This is an optimization exercise on Yosys and OpenROAD, whose aim is small area, not a production implementation.
Only simulation tests tie the RTL to the original design; equivalence was not proved.
No driver is modelled on the clock port, so clocking that relies on it looks cheaper here than on a real chip.
No activity file was given, so power comes from the tool's default toggle rates.

== run 1 ==
## game_core
module game_core(
    input  logic        clk,
    input  logic        reset,           
    input  logic        frame_clk,       
    input  logic [15:0] keycode,
    input  logic [9:0]  DrawX, DrawY,    
    output logic [2:0]  Health,
    output logic        active_key,
    output logic        dungeon_frame1, dungeon_frame2, dungeon_frame3,
    output logic        initial_frame, final_frame, game_over,
    output logic [9:0]  Monster_X, Monster_Y, Monster_X_2, Monster_Y_2,
    output logic [9:0]  monster_bullet_X_L, monster_bullet_Y_L,
                        monster_bullet_X_R, monster_bullet_Y_R,
                        monster_bullet_X_U, monster_bullet_Y_U,
                        monster_bullet_X_D, monster_bullet_Y_D,
    output logic [9:0]  bullet_X, bullet_Y,
    output logic [9:0]  char_frame_X, char_frame_Y,
    output logic        character_frame,
    output logic        is_character, is_monster1, is_monster2, is_monster3,
    output logic        is_bullet, is_bullet_l, is_bullet_r, is_bullet_u, is_bullet_d,
    output logic        is_heart, is_key,
    output logic [18:0] char_ra, background_ra, monster1_ra, monster2_ra, monster3_ra,
    output logic [18:0] bullet_ra, bullet_l_ra, bullet_r_ra, bullet_u_ra, bullet_d_ra,
    output logic [18:0] heart_ra, key_ra
);
  ...
==> flow/config.mk <==
export PLATFORM = sky130hd
export DESIGN_NAME = game_core
export DESIGN_NICKNAME = game_core
export VERILOG_FILES = /design/flow/design.v
export SDC_FILE = /design/flow/constraint.sdc
export NUM_CORES = 4
export LEC_CHECK = 0
export CAP_MARGIN = 20
export CORE_MARGIN = 2
export CORE_UTILIZATION = 65
export CTS_BUF_LIST = sky130_fd_sc_hd__clkbuf_8
export CTS_CLUSTER_DIAMETER = 60
export CTS_CLUSTER_SIZE = 10
export GPL_ROUTABILITY_DRIVEN = 0
export GPL_TIMING_DRIVEN = 0
export SLEW_MARGIN = 20
==> flow/constraint.sdc <==
create_clock -name core_clock -period 12.0 [get_ports {clk}]
set_input_delay 2.4000 -clock core_clock [delete_from_list [all_inputs] [get_ports {clk}]]
set_output_delay 2.4000 -clock core_clock [all_outputs]
set_load 0.01 [all_outputs]
standard.sh (not shown) runs the stock make flow with config.mk's settings and CLKGATE_MAP_FILE= SYNTH_SCRIPT=/design/flow/synth_recipe.tcl, a recipe that flattens the netlist after the stock synthesis.
==> flow/flow/run.sh <==
#!/bin/bash
# Standard layout, except that: the port buffers are the platform's smallest
# buffer (buf_1) instead of the default pick; the constant outputs share one
# tie cell (repair_design buffers its net) instead of one tie cell each; and
# after CTS the cells on paths with spare slack are downsized
# (flow/recover.tcl, run as the CTS step's POST hook). Every tool's output is kept in a log file in the work
# folder (ORFS's own logs under orfs/logs, make's output in standard_flow.log).
set -euo pipefail
bash standard.sh BUFFER_PORTS_ARGS="-buffer_cell sky130_fd_sc_hd__buf_1" \
    POST_CTS_TCL="$PWD/flow/recover.tcl" SKIP_REPAIR_TIE_FANOUT=1 finish > standard_flow.log 2>&1
==> flow/flow/recover.tcl <==
# After CTS: downsize cells on paths with spare slack to recover area, then
# legalize the placement again.
log_cmd estimate_parasitics -placement
log_cmd repair_timing -recover_power 100 -setup_margin 0.1 -verbose
log_cmd detailed_placement
check_placement -verbose
log_cmd estimate_parasitics -placement
report_worst_slack -max
report_design_area
### run 1 -> run 2
- clearing GPL_ROUTABILITY_DRIVEN, which used to be 0
- clearing GPL_TIMING_DRIVEN, which used to be 0
## What came out
Run comparison: run 2 master of the slowest instance on the critical path or4b_1; run 1 master of the slowest instance on the critical path nor4_2. Looking at uppermost metal layer occupied by signal nets, the met5 result is from run 2; the met4 one comes from run 1. Compared with run 1, in run 2 count of clock-buffer cells in the layout lower, vias after detailed routing now sits lower. Of run 1 and run 2, run 1 shows the lower met2 demand-to-capacity share in global routing, with run 2 above it. Worst path arrival time on run 2 is up relative to run 1. Diff run 1 -> run 2: combinational group share of total power went down by 0.4 points; register-to-register slack moved up; total power now sits lower; clock share of power lower.
Here is what was changed in the inputs of run 3 compared with run 2.
- CORE_UTILIZATION now 75, was 65
Results
Run 3: power in combinational cells about 5% above run 2
Summary of the comparison: count of filler cells inserted in the layout is lower in run 3, relative to run 2.
Of run 3 and run 2, the higher cell count belongs to run 2.
Run 3 and run 2 ended up with nearly the same final net count.
Of run 3 and run 2, the lower count of placed standard cells including taps belongs to run 3.
On clock edge transition at the registers on the reported setup and hold paths, run 3 tracks run 2 almost exactly.
Looking only at total power, and setting everything else aside, the lower value of run 3 and run 2 goes to run 2.
The design area of run 2 and that of run 3 are within noise of each other.
For the fmax, run 3 came in about 0.3% lower than run 2 did.

========
run H:
Starting RTL as in the previous note.
==> flow/config.mk <==
export PLATFORM = sky130hd
export DESIGN_NAME = game_core
export DESIGN_NICKNAME = game_core
export VERILOG_FILES = /design/flow/design.v
export SDC_FILE = /design/flow/constraint.sdc
export NUM_CORES = 4
export LEC_CHECK = 0
export CAP_MARGIN = 20
export CORE_MARGIN = 2
export CORE_UTILIZATION = 65
export CTS_BUF_LIST = sky130_fd_sc_hd__clkbuf_8
export CTS_CLUSTER_DIAMETER = 60
export CTS_CLUSTER_SIZE = 10
export SLEW_MARGIN = 20
==> flow/constraint.sdc <==
create_clock -name core_clock -period 12.0 [get_ports {clk}]
set_input_delay 2.4000 -clock core_clock [delete_from_list [all_inputs] [get_ports {clk}]]
set_output_delay 2.4000 -clock core_clock [all_outputs]
set_load 0.01 [all_outputs]
==> flow/flow/recover.tcl <==
# After CTS: downsize cells on paths with spare slack to recover area, then
# legalize the placement again.
log_cmd estimate_parasitics -placement
log_cmd repair_timing -recover_power 100 -setup_margin 0.05 -verbose
log_cmd detailed_placement
check_placement -verbose
log_cmd estimate_parasitics -placement
report_worst_slack -max
report_design_area
Scripts as last shown in full above: flow/flow/run.sh
Run H: done, clean on timing, DRC and antenna
diff inputs: run H => run Y
==> flow/flow/recover.tcl <==
# After CTS: downsize cells on paths with spare slack to recover area, then
# legalize the placement again.
log_cmd estimate_parasitics -placement
log_cmd repair_timing -recover_power 100 -setup_margin 0.1 -verbose
log_cmd detailed_placement
check_placement -verbose
log_cmd estimate_parasitics -placement
report_worst_slack -max
report_design_area
-- flow/config.mk --
<<< run H, line 12
export CTS_CLUSTER_DIAMETER = 60
export CTS_CLUSTER_SIZE = 10
export SLEW_MARGIN = 20
>>> run Y, line 12
export CTS_CLUSTER_DIAMETER = 60
export CTS_CLUSTER_SIZE = 10
export GPL_TIMING_DRIVEN = 0
export SLEW_MARGIN = 20
Findings:
- In run Y, final cycle utilization of the critical path is higher than in run H.
- Run Y ends up with a via count that is about 4% higher than in run H.
- Delta (run Y minus run H): post-detailed-routing wire length now sits higher, met2 routed wirelength now sits higher, final cell count now sits higher.
- In the metrics for run H and run Y, the one carrying the lower worst-case setup margin in the final layout is run Y.
- Run Y ended with more initial antenna violation count than run H.
- On clock power share, the lower figure sits with run Y, not run H.
- For run Y, the capturing instance or port of the critical path was monster2_ra[1], unlike run H, where it was d2[0].
- Run Y vs. run H: cell leakage power grew by about 5%; standard cell core area held steady.
- Row final total power: run Y higher / run H lower

========
## trial 46
game_core, a different RTL version from the one above (not shown whole).
For scale: roughly 220 flip-flops, ~0.027 sq mm of cells after synthesis.
==> flow/design.v (excerpt) <==
module game_core(
    input  logic        clk,
    input  logic        reset,           
    input  logic        frame_clk,       
    input  logic [15:0] keycode,
    input  logic [9:0]  DrawX, DrawY,    
    output logic [2:0]  Health,
    output logic        active_key,
    output logic        dungeon_frame1, dungeon_frame2, dungeon_frame3,
    output logic        initial_frame, final_frame, game_over,
    output logic [9:0]  Monster_X, Monster_Y, Monster_X_2, Monster_Y_2,
    output logic [9:0]  monster_bullet_X_L, monster_bullet_Y_L,
                        monster_bullet_X_R, monster_bullet_Y_R,
                        monster_bullet_X_U, monster_bullet_Y_U,
                        monster_bullet_X_D, monster_bullet_Y_D,
    output logic [9:0]  bullet_X, bullet_Y,
    output logic [9:0]  char_frame_X, char_frame_Y,
    output logic        character_frame,
    output logic        is_character, is_monster1, is_monster2, is_monster3,
    output logic        is_bullet, is_bullet_l, is_bullet_r, is_bullet_u, is_bullet_d,
    output logic        is_heart, is_key,
    output logic [18:0] char_ra, background_ra, monster1_ra, monster2_ra, monster3_ra,
    output logic [18:0] bullet_ra, bullet_l_ra, bullet_r_ra, bullet_u_ra, bullet_d_ra,
    output logic [18:0] heart_ra, key_ra
);
    function automatic logic [10:0] sub10(input logic [9:0] a, input logic [9:0] b);
        logic c;
        c = 1'b1;
        for (int i = 0; i < 10; i++) begin
            sub10[i] = a[i] ^ ~b[i] ^ c;
            c = (a[i] & ~b[i]) | (a[i] & c) | (~b[i] & c);
        end
        sub10[10] = ~c;
    endfunction
    function automatic logic [10:0] nsub10(input logic [9:0] na, input logic [9:0] b);
        logic c;
        logic [9:0] t;
        c = 1'b0;
        for (int i = 0; i < 10; i++) begin
            t[i] = na[i] ^ b[i] ^ c;
            c = (na[i] & b[i]) | (na[i] & c) | (b[i] & c);
        end
        nsub10 = {c, ~t};
    endfunction
    function automatic logic ge10(input logic [9:0] a, input logic [9:0] b);
        logic g;
        g = 1'b1;
        for (int i = 0; i < 10; i++)
            g = (a[i] & ~b[i]) | (a[i] & g) | (~b[i] & g);
        ge10 = g;
    endfunction
    function automatic logic ge8(input logic [7:0] a, input logic [7:0] b);
  ...
export LEC_CHECK = 0
export CAP_MARGIN = 20
export CORE_MARGIN = 2
export CORE_UTILIZATION = 65
export CTS_BUF_LIST = sky130_fd_sc_hd__clkbuf_2 sky130_fd_sc_hd__clkbuf_4
export SLEW_MARGIN = 20
create_clock -name core_clock -period 12.0 [get_ports {clk}]
==> flow/flow/run.sh <==
#!/bin/bash
# Standard layout, except that the port buffers are the platform's smallest
# buffer (buf_1) instead of the default pick. Every tool's output is kept in
# a log file in the work folder.
set -euo pipefail
bash standard.sh BUFFER_PORTS_ARGS="-buffer_cell sky130_fd_sc_hd__buf_1" finish > standard_flow.log 2>&1
diff inputs: trial 46 => build 54
- CTS_BUF_LIST no longer set, was sky130_fd_sc_hd__clkbuf_2 sky130_fd_sc_hd__clkbuf_4
- CORE_UTILIZATION now 40, was 65
[summary]
- [compare] base=trial 46 new=build 54: fraction of power spent switching nets went down by 2.2 points; worst hold margin went down.
- Kind of critical path = reg -> out: trial 46; kind of critical path = in -> out: build 54
- Compared to trial 46, build 54 has register-to-register path setup slack 0.39 ns higher.

## what the ideal ports hide
Ports are ideal in the flow. The routed layouts listed here were re-timed in OpenROAD. Step 1 sets driving cells, clkbuf_16 on the clock port and buf_2 on the other inputs (assumed; they add their load-dependent delay and slew). Step 2, shift: input delay + t, output delay - t, t = (earliest + latest rising clock arrival at the registers) / 2. This alone moves slack from input paths to output paths. a / b / c = no drivers / after step 1 / after step 2; a / b = the first two.
run | shift t [ns] | setup slack, ns | hold WS [ns] | cell pins on the clock port's net
run 1 | 0.696 | 0.262 / 0.238 / -0.285 | 0.396 / 0.396 / 0.396 | 1
run 2 | 0.679 | 0.565 / 0.594 / -0.083 | 0.485 / 0.485 / 0.485 | 1
run 3 | 0.697 | 0.529 / 0.554 / -0.132 | 0.477 / 0.477 / 0.477 | 1
run H | 0.679 | 0.565 / 0.594 / -0.083 | 0.485 / 0.485 / 0.485 | 1
run Y | 0.697 | 0.323 / 0.274 / -0.255 | 0.391 / 0.391 / 0.391 | 1
trial 46 | 0.828 | 0.699 / 0.645 / -0.001 | 0.415 / 0.415 / 0.415 | 1
build 54 | 0.649 | 0.651 / 0.619 / 0.283 | 0.393 / 0.393 / 0.393 | 1
Met with ideal ports but missed after step 2: setup timing in 6 of these runs. For trial 46, which loses most, drivers alone change the setup slack by -0.054 ns; drivers and shift together by -0.700 ns.
